Context: an optimization exercise on an open-source flow, tuned for small area and few clock cycles. The choices shown serve that exercise and are no tape-out recipe.
In this exercise RTL edits were held to simulation tests only and were not proved equivalent to the original.

==> inputs of run X <==
==> flow/design.v <==
module lm32_wb (
    input         clk_i,
    input         rst_i,
    input  [31:0] interrupt,
    input  [31:0] I_DAT_I,
    input         I_ACK_I,
    output [31:0] I_ADR_O,
    output        I_CYC_O,
    output        I_STB_O,
    input  [31:0] D_DAT_I,
    input         D_ACK_I,
    output [31:0] D_DAT_O,
    output [31:0] D_ADR_O,
    output        D_CYC_O,
    output [3:0]  D_SEL_O,
    output        D_STB_O,
    output        D_WE_O
);
reg         e1;          
reg         e2;          
reg         d_pend;      
reg  [31:2] pc;          
reg  [31:0] ir;
reg  [31:0] opa;         
reg  [31:2] adr_h;       
reg  [3:0]  sel_h;
reg         ie, eie;
reg  [31:0] im, ip;
reg  [31:8] eba;
reg  [31:0] rf [1:31];
wire [5:0] op  = ir[31:26];
wire [4:0] op5 = ir[30:26];
wire op_b      = op == 6'b110000;
wire op_bi     = op == 6'b111000;
wire op_call   = op == 6'b110110;
wire op_calli  = op == 6'b111110;
wire op_bcond  = (op[5:3] == 3'b010) && (op[2:0] != 3'b000) && (op[2:0] != 3'b110);
wire op_scall  = (op == 6'b101011) && ir[2];
wire op_rcsr   = op == 6'b100100;
wire op_wcsr   = op == 6'b110100;
wire op_sub    = op == 6'b110010;
wire op_andhi  = op == 6'b011000;
wire op_orhi   = op == 6'b011110;
wire op_and    = op5 == 5'b01000;
wire op_nor    = op5 == 5'b00001;
wire op_or     = op5 == 5'b01110;
wire op_xor    = op5 == 5'b00110;
wire op_xnor   = op5 == 5'b01001;
wire op_cmpgeu = op5 == 5'b11100;
wire op_cmpgu  = op5 == 5'b11101;
wire op_shift  = (op5 == 5'b00101) || (op5 == 5'b00000);
wire op_cmp    = (op5 == 5'b11001) || (op5 == 5'b11010) || (op5 == 5'b11011) ||
                 op_cmpgeu || op_cmpgu || (op5 == 5'b11111);
wire op_logic  = op_and || op_nor || op_or || op_xor || op_xnor || op_andhi || op_orhi;
wire op_load   = (op == 6'b000100) || (op == 6'b010000) || (op == 6'b000111) ||
                 (op == 6'b001011) || (op == 6'b001010);
wire op_store  = (op == 6'b001100) || (op == 6'b000011) || (op == 6'b010110);
wire call      = op_call || op_calli;
wire reg_tgt   = op_b || op_call;           
wire eret      = op_b && (ir[25:21] == 5'd30);
wire rb_zero   = ir[20:16] == 5'd0;
wire bc_rr     = op_bcond && !rb_zero;      
wire [1:0] size = ir[27:26];                
wire [5:0]  iop    = I_DAT_I[31:26];
wire        i_rd_a = (iop == 6'b000100) || (iop == 6'b010000) || (iop == 6'b000111) ||
                     (iop == 6'b001011) || (iop == 6'b001010) ||
                     (iop == 6'b110000) || (iop == 6'b110110) ||
                     ((iop[5:3] == 3'b010) && (iop[2:0] != 3'b000) && (iop[2:0] != 3'b110) &&
                      (I_DAT_I[20:16] == 5'd0));
wire [4:0]  i_ra   = i_rd_a ? I_DAT_I[25:21] : I_DAT_I[20:16];
reg  [31:1] rsel;
integer q;
always @(posedge clk_i)
    for (q = 1; q < 32; q = q + 1)
        if (acc)
            rsel[q] <= i_ra == q;
        else if (e1 && e1_go)
            rsel[q] <= ir[25:21] == q;
reg  [31:0] rfq;
always @(*) begin
    rfq = 32'd0;
    for (q = 1; q < 32; q = q + 1)
        rfq = rfq | ({32{rsel[q]}} & rf[q]);
end
wire int_take = e1 && ie && (|(ip & im));
wire exc      = int_take || op_scall;       
wire        sext_imm = !(op_and || op_cmpgeu || op_cmpgu || op_nor || op_or || op_xnor || op_xor);
wire [31:0] imm      = (op_andhi || op_orhi) ? {ir[15:0], 16'h0000}
                                             : {{16{sext_imm & ir[15]}}, ir[15:0]};
wire        use_imm  = !ir[31] && !op_bcond;
wire [31:0] opb      = use_imm ? imm : opa;
wire [31:0] sum      = rfq + (op_sub ? ~opb : opb) + {31'd0, op_sub};
wire        eq       = rfq == opb;
wire        ge_lo    = rfq[30:0] >= opb[30:0];
wire        same_msb = rfq[31] == opb[31];
wire        ge_u     = (rfq[31] && !opb[31]) || (same_msb && ge_lo);
wire        ge_s     = (!rfq[31] && opb[31]) || (same_msb && ge_lo);
reg cond;
always @(*) begin
    case (ir[28:26])
    3'b001:  cond = eq;
    3'b111:  cond = !eq;
    3'b010:  cond = ge_s && !eq;
    3'b011:  cond = ge_s;
    3'b101:  cond = ge_u && !eq;
    3'b100:  cond = ge_u;
    default: cond = 1'b1;
    endcase
end
wire rz = rfq == 32'd0;
reg cond_z;
always @(*) begin
    case (ir[28:26])
    3'b001:  cond_z = rz;
    3'b111:  cond_z = !rz;
    3'b010:  cond_z = !rz && !rfq[31];
    3'b011:  cond_z = !rfq[31];
    3'b101:  cond_z = !rz;
    default: cond_z = 1'b1;
    endcase
end
reg [31:0] logic_r;
integer k;
always @(*)
    for (k = 0; k < 32; k = k + 1)
        logic_r[k] = ir[26 + {opb[k], rfq[k]}];
wire [31:0] shr = {rfq[31] & ir[28], rfq[31:1]};
reg [31:0] csr;
always @(*) begin
    case (ir[23:21])
    3'd0:    csr = {30'd0, eie, ie};
    3'd1:    csr = im;
    3'd2:    csr = ip;
    3'd6:    csr = 32'h0802_0000;
    default: csr = {eba, 8'h00};
    endcase
end
wire [31:0] result = op_rcsr  ? csr :
                     op_shift ? shr :
                     op_logic ? logic_r :
                     op_cmp   ? {31'd0, cond} :
                                sum;
wire [31:2] seq  = pc + 30'd1;
wire [31:2] boff = ir[31] ? {{4{ir[25]}}, ir[25:0]} : {{14{ir[15]}}, ir[15:0]};
wire [31:2] btgt = pc + boff;
reg [31:2] npc1;                              
always @(*) begin
    if (int_take)
        npc1 = {eba, 6'b110000};
    else if (op_scall)
        npc1 = {eba, 6'b111000};
    else if (reg_tgt)
        npc1 = rfq[31:2];
    else if (op_bi || op_calli || (op_bcond && cond_z))
        npc1 = btgt;
    else
        npc1 = seq;
end
wire [31:2] npc2 = cond ? btgt : seq;         
wire [1:0] boff2 = sum[1:0];
reg  [3:0] sel;
always @(*) begin
    case (size)
    2'b10:   sel = 4'b1111;
    2'b11:   sel = boff2[1] ? 4'b0011 : 4'b1100;
    default: sel = 4'b1000 >> boff2;
    endcase
end
wire [31:0] st_data = (size == 2'b00) ? {4{rfq[7:0]}} :
                      (size == 2'b11) ? {2{rfq[15:0]}} : rfq;
wire        ld_word = size == 2'b10;
wire        ld_half = size == 2'b11;
wire [15:0] ld_h    = boff2[1] ? D_DAT_I[15:0] : D_DAT_I[31:16];
wire [7:0]  ld_b    = boff2[0] ? ld_h[7:0] : ld_h[15:8];
wire        ld_sign = ir[28] & (ld_half ? ld_h[15] : ld_b[7]);
wire [31:0] ld_data;
assign ld_data[7:0]   = (ld_word || ld_half) ? D_DAT_I[7:0] & {8{ld_word}} | ld_h[7:0] & {8{ld_half}} : ld_b;
assign ld_data[15:8]  = ld_word ? D_DAT_I[15:8] : ld_half ? ld_h[15:8] : {8{ld_sign}};
assign ld_data[31:16] = ld_word ? D_DAT_I[31:16] : {16{ld_sign}};
wire e1_go  = !(d_pend && (!D_ACK_I || (op_load && !int_take)));
wire ld_req = op_load && ((e1 && !int_take && !d_pend) || e2);
wire st_req = op_store && e2;
wire e2_go  = !(op_load && !D_ACK_I);
assign D_CYC_O = d_pend || ld_req || st_req;
assign D_STB_O = D_CYC_O;
assign D_WE_O  = d_pend || st_req;
assign D_SEL_O = d_pend ? sel_h : sel;
assign D_ADR_O = {d_pend ? adr_h : sum[31:2], 2'b00};
assign D_DAT_O = opa;
wire wait_f = !e1 && !e2;
wire acc    = I_ACK_I && (wait_f || (e2 && e2_go));
assign I_CYC_O = e1 ? (e1_go && !(bc_rr && !int_take)) : 1'b1;
assign I_STB_O = I_CYC_O;
assign I_ADR_O = {e1 ? npc1 : (e2 && bc_rr) ? npc2 : pc, 2'b00};
wire        we1   = e1 && e1_go && (exc || call);
wire        we2   = e2 && (op_load ? D_ACK_I :
                          !(op_bcond || op_b || op_bi || call || op_scall || op_store || op_wcsr));
wire [4:0]  widx  = e1 ? (exc ? 5'd30 : 5'd29) : (ir[31] ? ir[15:11] : ir[20:16]);
wire [31:0] wdata = e1 ? {exc ? pc : seq, 2'b00} : op_load ? ld_data : result;
integer r;
always @(posedge clk_i)
    for (r = 1; r < 32; r = r + 1)
        if ((we1 || we2) && widx == r)
            rf[r] <= wdata;
always @(posedge clk_i) begin
    if (acc)
        ir <= I_DAT_I;
    if (e1 && e1_go)
        opa <= op_store ? st_data : rfq;
    if (st_req) begin
        adr_h <= sum[31:2];
        sel_h <= sel;
    end
end
always @(posedge clk_i) begin
    if (rst_i) begin
        e1     <= 1'b0;
        e2     <= 1'b0;
        d_pend <= 1'b0;
        pc     <= 30'd0;
    end else begin
        if (e1) begin
            if (e1_go) begin
                e1 <= 1'b0;
                e2 <= !int_take;
                if (!(bc_rr && !int_take))
                    pc <= npc1;
            end
        end else begin
            if (e2 && e2_go) begin
                e2 <= 1'b0;
                if (bc_rr)
                    pc <= npc2;
            end
            e1 <= acc;
        end
        if (st_req)
            d_pend <= 1'b1;
        else if (D_ACK_I)
            d_pend <= 1'b0;
    end
end
wire csr_we = e2 && op_wcsr;
wire [2:0] csr_idx = ir[23:21];
always @(posedge clk_i) begin
    if (rst_i) begin
        ie  <= 1'b0;
        eie <= 1'b0;
        im  <= 32'd0;
        ip  <= 32'd0;
        eba <= 24'd0;
    end else begin
        if (csr_we && csr_idx == 3'd2)
            ip <= (ip | interrupt) & ~opa;
        else
            ip <= ip | interrupt;
        if (e1 && e1_go && exc) begin
            eie <= ie;
            ie  <= 1'b0;
        end else if (e1 && e1_go && eret)
            ie <= eie;
        else if (csr_we && csr_idx == 3'd0) begin
            ie  <= opa[0];
            eie <= opa[1];
        end
        if (csr_we && csr_idx == 3'd1)
            im <= opa;
        if (csr_we && csr_idx == 3'd7)
            eba <= opa[31:8];
    end
end
endmodule
==> flow/run.sh <==
#!/bin/bash
# synth_recipe.tcl (not shown) runs the flow's synth.tcl, then flattens the netlist and writes it again
# the make line also repeats each setting of config.mk as NAME=value (left out here)
make -C /OpenROAD-flow-scripts/flow DESIGN_CONFIG=/design/flow/config.mk WORK_HOME=/design/flow/orfs CLKGATE_MAP_FILE= SYNTH_SCRIPT=/design/flow/synth_recipe.tcl finish
==> flow/config.mk <==
export PLATFORM = sky130hd
export DESIGN_NAME = lm32_wb
export DESIGN_NICKNAME = lm32_wb
export VERILOG_FILES = /design/flow/design.v
export SDC_FILE = /design/flow/constraint.sdc
export NUM_CORES = 4
export LEC_CHECK = 0
export CAP_MARGIN = 20
export CORE_MARGIN = 2
export CORE_UTILIZATION = 60
export CTS_BUF_LIST = sky130_fd_sc_hd__clkbuf_8
export PLACE_DENSITY = 0.7
export SLEW_MARGIN = 20
==> flow/constraint.sdc <==
create_clock -name core_clock -period 10.0 [get_ports {clk_i}]
set_input_delay 2.0000 -clock core_clock [delete_from_list [all_inputs] [get_ports {clk_i}]]
set_output_delay 2.0000 -clock core_clock [all_outputs]
set_load 0.01 [all_outputs]
==> run A (differences from run X) <==
--- a/flow/design.v
+++ b/flow/design.v
@@ -68,14 +68,13 @@
                      ((iop[5:3] == 3'b010) && (iop[2:0] != 3'b000) && (iop[2:0] != 3'b110) &&
                       (I_DAT_I[20:16] == 5'd0));
 wire [4:0]  i_ra   = i_rd_a ? I_DAT_I[25:21] : I_DAT_I[20:16];
+wire        rd_a1  = op_load || reg_tgt || (op_bcond && rb_zero);
+wire [4:0]  ra_nx  = acc ? i_ra : (e1 && !e1_go && !rd_a1) ? ir[20:16] : ir[25:21];
 reg  [31:1] rsel;
 integer q;
 always @(posedge clk_i)
     for (q = 1; q < 32; q = q + 1)
-        if (acc)
-            rsel[q] <= i_ra == q;
-        else if (e1 && e1_go)
-            rsel[q] <= ir[25:21] == q;
+        rsel[q] <= ra_nx == q;
 reg  [31:0] rfq;
 always @(*) begin
     rfq = 32'd0;
@@ -89,21 +88,25 @@
                                              : {{16{sext_imm & ir[15]}}, ir[15:0]};
 wire        use_imm  = !ir[31] && !op_bcond;
 wire [31:0] opb      = use_imm ? imm : opa;
-wire [31:0] sum      = rfq + (op_sub ? ~opb : opb) + {31'd0, op_sub};
-wire        eq       = rfq == opb;
-wire        ge_lo    = rfq[30:0] >= opb[30:0];
-wire        same_msb = rfq[31] == opb[31];
-wire        ge_u     = (rfq[31] && !opb[31]) || (same_msb && ge_lo);
-wire        ge_s     = (!rfq[31] && opb[31]) || (same_msb && ge_lo);
+wire        use_br   = op_bi || op_calli || (op_bcond && e1);
+wire        sub      = !use_br && (op_sub || op_cmp || op_bcond);
+wire [31:2] boff     = ir[31] ? {{4{ir[25]}}, ir[25:0]} : {{14{ir[15]}}, ir[15:0]};
+wire [31:0] add_a    = use_br ? {pc, 2'b00} : rfq;
+wire [31:0] add_b    = use_br ? {boff, 2'b00} : sub ? ~opb : opb;
+wire [32:0] sum33    = {1'b0, add_a} + {1'b0, add_b} + {32'd0, sub};
+wire [31:0] sum      = sum33[31:0];
+wire        carry    = sum33[32];
+wire        zero     = sum == 32'd0;
+wire        ovf      = (rfq[31] ^ opb[31]) && (sum[31] ^ rfq[31]);
 reg cond;
 always @(*) begin
     case (ir[28:26])
-    3'b001:  cond = eq;
-    3'b111:  cond = !eq;
-    3'b010:  cond = ge_s && !eq;
-    3'b011:  cond = ge_s;
-    3'b101:  cond = ge_u && !eq;
-    3'b100:  cond = ge_u;
+    3'b001:  cond = zero;
+    3'b111:  cond = !zero;
+    3'b010:  cond = !zero && (sum[31] == ovf);
+    3'b011:  cond = sum[31] == ovf;
+    3'b101:  cond = carry && !zero;
+    3'b100:  cond = carry;
     default: cond = 1'b1;
     endcase
 end
@@ -141,8 +144,7 @@
                      op_cmp   ? {31'd0, cond} :
                                 sum;
 wire [31:2] seq  = pc + 30'd1;
-wire [31:2] boff = ir[31] ? {{4{ir[25]}}, ir[25:0]} : {{14{ir[15]}}, ir[15:0]};
-wire [31:2] btgt = pc + boff;
+wire [31:2] btgt = sum[31:2];
 reg [31:2] npc1;                              
 always @(*) begin
     if (int_take)
@@ -156,7 +158,7 @@
     else
         npc1 = seq;
 end
-wire [31:2] npc2 = cond ? btgt : seq;         
+wire [31:2] npc2 = cond ? adr_h : seq;        
 wire [1:0] boff2 = sum[1:0];
 reg  [3:0] sel;
 always @(*) begin
@@ -207,10 +209,10 @@
         ir <= I_DAT_I;
     if (e1 && e1_go)
         opa <= op_store ? st_data : rfq;
-    if (st_req) begin
+    if (st_req || (e1 && e1_go && bc_rr))
         adr_h <= sum[31:2];
+    if (st_req)
         sel_h <= sel;
-    end
 end
 always @(posedge clk_i) begin
     if (rst_i) begin
==> flow/flow/run.sh (new file) <==
#!/bin/bash
# The standard layout (standard.sh, from synthesis to the routed layout),
# with one change: buffer_ports gives every input and output port a
# sky130_fd_sc_hd__buf_1 instead of the cell it picks by default
# (clkdlybuf4s50_1, a larger and slower delay buffer).
# make's full output goes to standard_flow.log here; ORFS keeps each tool's
# own log under orfs/logs/.
set -euo pipefail
export BUFFER_PORTS_ARGS="-buffer_cell sky130_fd_sc_hd__buf_1"
bash standard.sh finish > standard_flow.log 2>&1
==> flow/standard.sh (new file) <==
#!/bin/bash
# synth_recipe.tcl (not shown) runs the flow's synth.tcl, then flattens the netlist and writes it again
# the make line also repeats each setting of config.mk as NAME=value (left out here)
make -C /OpenROAD-flow-scripts/flow DESIGN_CONFIG=/design/flow/config.mk WORK_HOME=/design/flow/orfs CLKGATE_MAP_FILE= SYNTH_SCRIPT=/design/flow/synth_recipe.tcl "${@:-finish}"
- CORE_UTILIZATION: 60 -> 65
- CTS_BUF_LIST: sky130_fd_sc_hd__clkbuf_8 -> sky130_fd_sc_hd__clkbuf_16
- CTS_CLUSTER_DIAMETER: default -> 100
- CTS_CLUSTER_SIZE: default -> 25
- PLACE_DENSITY: 0.7 -> 0.75
removed: flow/run.sh
==> run K (differences from run X) <==
--- a/flow/design.v
+++ b/flow/design.v
@@ -68,14 +68,13 @@
                      ((iop[5:3] == 3'b010) && (iop[2:0] != 3'b000) && (iop[2:0] != 3'b110) &&
                       (I_DAT_I[20:16] == 5'd0));
 wire [4:0]  i_ra   = i_rd_a ? I_DAT_I[25:21] : I_DAT_I[20:16];
+wire        rd_a1  = op_load || reg_tgt || (op_bcond && rb_zero);
+wire [4:0]  ra_nx  = acc ? i_ra : (e1 && !e1_go && !rd_a1) ? ir[20:16] : ir[25:21];
 reg  [31:1] rsel;
 integer q;
 always @(posedge clk_i)
     for (q = 1; q < 32; q = q + 1)
-        if (acc)
-            rsel[q] <= i_ra == q;
-        else if (e1 && e1_go)
-            rsel[q] <= ir[25:21] == q;
+        rsel[q] <= ra_nx == q;
 reg  [31:0] rfq;
 always @(*) begin
     rfq = 32'd0;
@@ -89,21 +88,25 @@
                                              : {{16{sext_imm & ir[15]}}, ir[15:0]};
 wire        use_imm  = !ir[31] && !op_bcond;
 wire [31:0] opb      = use_imm ? imm : opa;
-wire [31:0] sum      = rfq + (op_sub ? ~opb : opb) + {31'd0, op_sub};
-wire        eq       = rfq == opb;
-wire        ge_lo    = rfq[30:0] >= opb[30:0];
-wire        same_msb = rfq[31] == opb[31];
-wire        ge_u     = (rfq[31] && !opb[31]) || (same_msb && ge_lo);
-wire        ge_s     = (!rfq[31] && opb[31]) || (same_msb && ge_lo);
+wire        use_br   = op_bi || op_calli || (op_bcond && e1);
+wire        sub      = !use_br && (op_sub || op_cmp || op_bcond);
+wire [31:2] boff     = ir[31] ? {{4{ir[25]}}, ir[25:0]} : {{14{ir[15]}}, ir[15:0]};
+wire [31:0] add_a    = use_br ? {pc, 2'b00} : rfq;
+wire [31:0] add_b    = use_br ? {boff, 2'b00} : sub ? ~opb : opb;
+wire [32:0] sum33    = {1'b0, add_a} + {1'b0, add_b} + {32'd0, sub};
+wire [31:0] sum      = sum33[31:0];
+wire        carry    = sum33[32];
+wire        zero     = sum == 32'd0;
+wire        ovf      = (rfq[31] ^ opb[31]) && (sum[31] ^ rfq[31]);
 reg cond;
 always @(*) begin
     case (ir[28:26])
-    3'b001:  cond = eq;
-    3'b111:  cond = !eq;
-    3'b010:  cond = ge_s && !eq;
-    3'b011:  cond = ge_s;
-    3'b101:  cond = ge_u && !eq;
-    3'b100:  cond = ge_u;
+    3'b001:  cond = zero;
+    3'b111:  cond = !zero;
+    3'b010:  cond = !zero && (sum[31] == ovf);
+    3'b011:  cond = sum[31] == ovf;
+    3'b101:  cond = carry && !zero;
+    3'b100:  cond = carry;
     default: cond = 1'b1;
     endcase
 end
@@ -141,8 +144,7 @@
                      op_cmp   ? {31'd0, cond} :
                                 sum;
 wire [31:2] seq  = pc + 30'd1;
-wire [31:2] boff = ir[31] ? {{4{ir[25]}}, ir[25:0]} : {{14{ir[15]}}, ir[15:0]};
-wire [31:2] btgt = pc + boff;
+wire [31:2] btgt = sum[31:2];
 reg [31:2] npc1;                              
 always @(*) begin
     if (int_take)
@@ -156,7 +158,7 @@
     else
         npc1 = seq;
 end
-wire [31:2] npc2 = cond ? btgt : seq;         
+wire [31:2] npc2 = cond ? adr_h : seq;        
 wire [1:0] boff2 = sum[1:0];
 reg  [3:0] sel;
 always @(*) begin
@@ -207,10 +209,10 @@
         ir <= I_DAT_I;
     if (e1 && e1_go)
         opa <= op_store ? st_data : rfq;
-    if (st_req) begin
+    if (st_req || (e1 && e1_go && bc_rr))
         adr_h <= sum[31:2];
+    if (st_req)
         sel_h <= sel;
-    end
 end
 always @(posedge clk_i) begin
     if (rst_i) begin
==> flow/flow/run.sh (new file) <==
#!/bin/bash
# The standard layout (standard.sh, from synthesis to the routed layout),
# with one change: buffer_ports gives every input and output port a
# sky130_fd_sc_hd__buf_2 instead of the cell it picks by default
# (clkdlybuf4s50_1, a larger and slower delay buffer).
# make's full output goes to standard_flow.log here; ORFS keeps each tool's
# own log under orfs/logs/.
set -euo pipefail
export BUFFER_PORTS_ARGS="-buffer_cell sky130_fd_sc_hd__buf_2"
bash standard.sh finish > standard_flow.log 2>&1
==> flow/standard.sh (new file) <==
#!/bin/bash
# synth_recipe.tcl (not shown) runs the flow's synth.tcl, then flattens the netlist and writes it again
# the make line also repeats each setting of config.mk as NAME=value (left out here)
make -C /OpenROAD-flow-scripts/flow DESIGN_CONFIG=/design/flow/config.mk WORK_HOME=/design/flow/orfs CLKGATE_MAP_FILE= SYNTH_SCRIPT=/design/flow/synth_recipe.tcl "${@:-finish}"
- CTS_BUF_LIST: sky130_fd_sc_hd__clkbuf_8 -> sky130_fd_sc_hd__clkbuf_16
- CTS_CLUSTER_DIAMETER: default -> 100
- CTS_CLUSTER_SIZE: default -> 25
removed: flow/run.sh
==> out/results.ini <==
[layout]
multi_input_area_share_pct = 29.9

[run_status]
status = no timing/DRC/antenna violations

[logic_synthesis]
synth_edf_count = 1121
netlist_area_um2 = 56400

[floorplanning]
start_util_pct = 60.5

-- figures above: run X

==> out/results.ini <==
[power_and_ir_drop]
p_comb_mw = 4.87

[layout]
multi_input_area_share_pct = 29.9

[logic_synthesis]
synth_edf_count = 1090
netlist_area_um2 = 54700
synth.area.top_cells = edfxtp_1 (60%), a22oi_1 (5.7%), dfxtp_1 (5.6%)

[floorplanning]
die_x_um = 294

[global_route]
met3_usage_pct = 27.4

[run_status]
status = no timing/DRC/antenna violations

-- figures above: run A

==> out/results.ini <==
[run_status]
status = no timing/DRC/antenna violations

[placement]
dp_slack_ns = 0.683

[logic_synthesis]
netlist_area_um2 = 54700
synth_edf_count = 1090

[global_route]
grt_util_met1_pct = 63.9

[timing]
fin_crit_sh_pct = 97.8

[layout]
multi_input_area_share_pct = 29.9

[critical_path]
cp-endpoint = I_ADR_O[15]

-- figures above: run K

Testbench counts of run X, summed over its fixed seeds: cycles 120,775.
Testbench counts of run A, summed over its fixed seeds: cycles 120,775.
Testbench counts of run K, summed over its fixed seeds: cycles 120,775.

## afterwards: timing with drivers on the ports
In the flow no input, the clock included, has a driving cell. The finished layouts below were timed again as built, in two steps. Step 1, drivers: a clkbuf_16 drives clk_i and a buf_2 each remaining input, both assumed. Step 2 also shifts input and output timing later by t, the mid clock arrival at the registers, as if the neighbouring blocks saw the same clock. Three values: ideal ports, drivers, drivers and shift; two values: the first two.
run | t (ns) | slack for setup (ns) | clock arrival spread, ns
run X | 0.976 | 0.242 / 0.170 / 1.145 | 0.053 / 0.053
run A | 0.806 | 0.261 / 0.184 / 0.990 | 0.043 / 0.043
run K | 0.801 | 0.218 / 0.141 / 0.943 | 0.069 / 0.069
After both steps setup and hold are still met in every run listed.
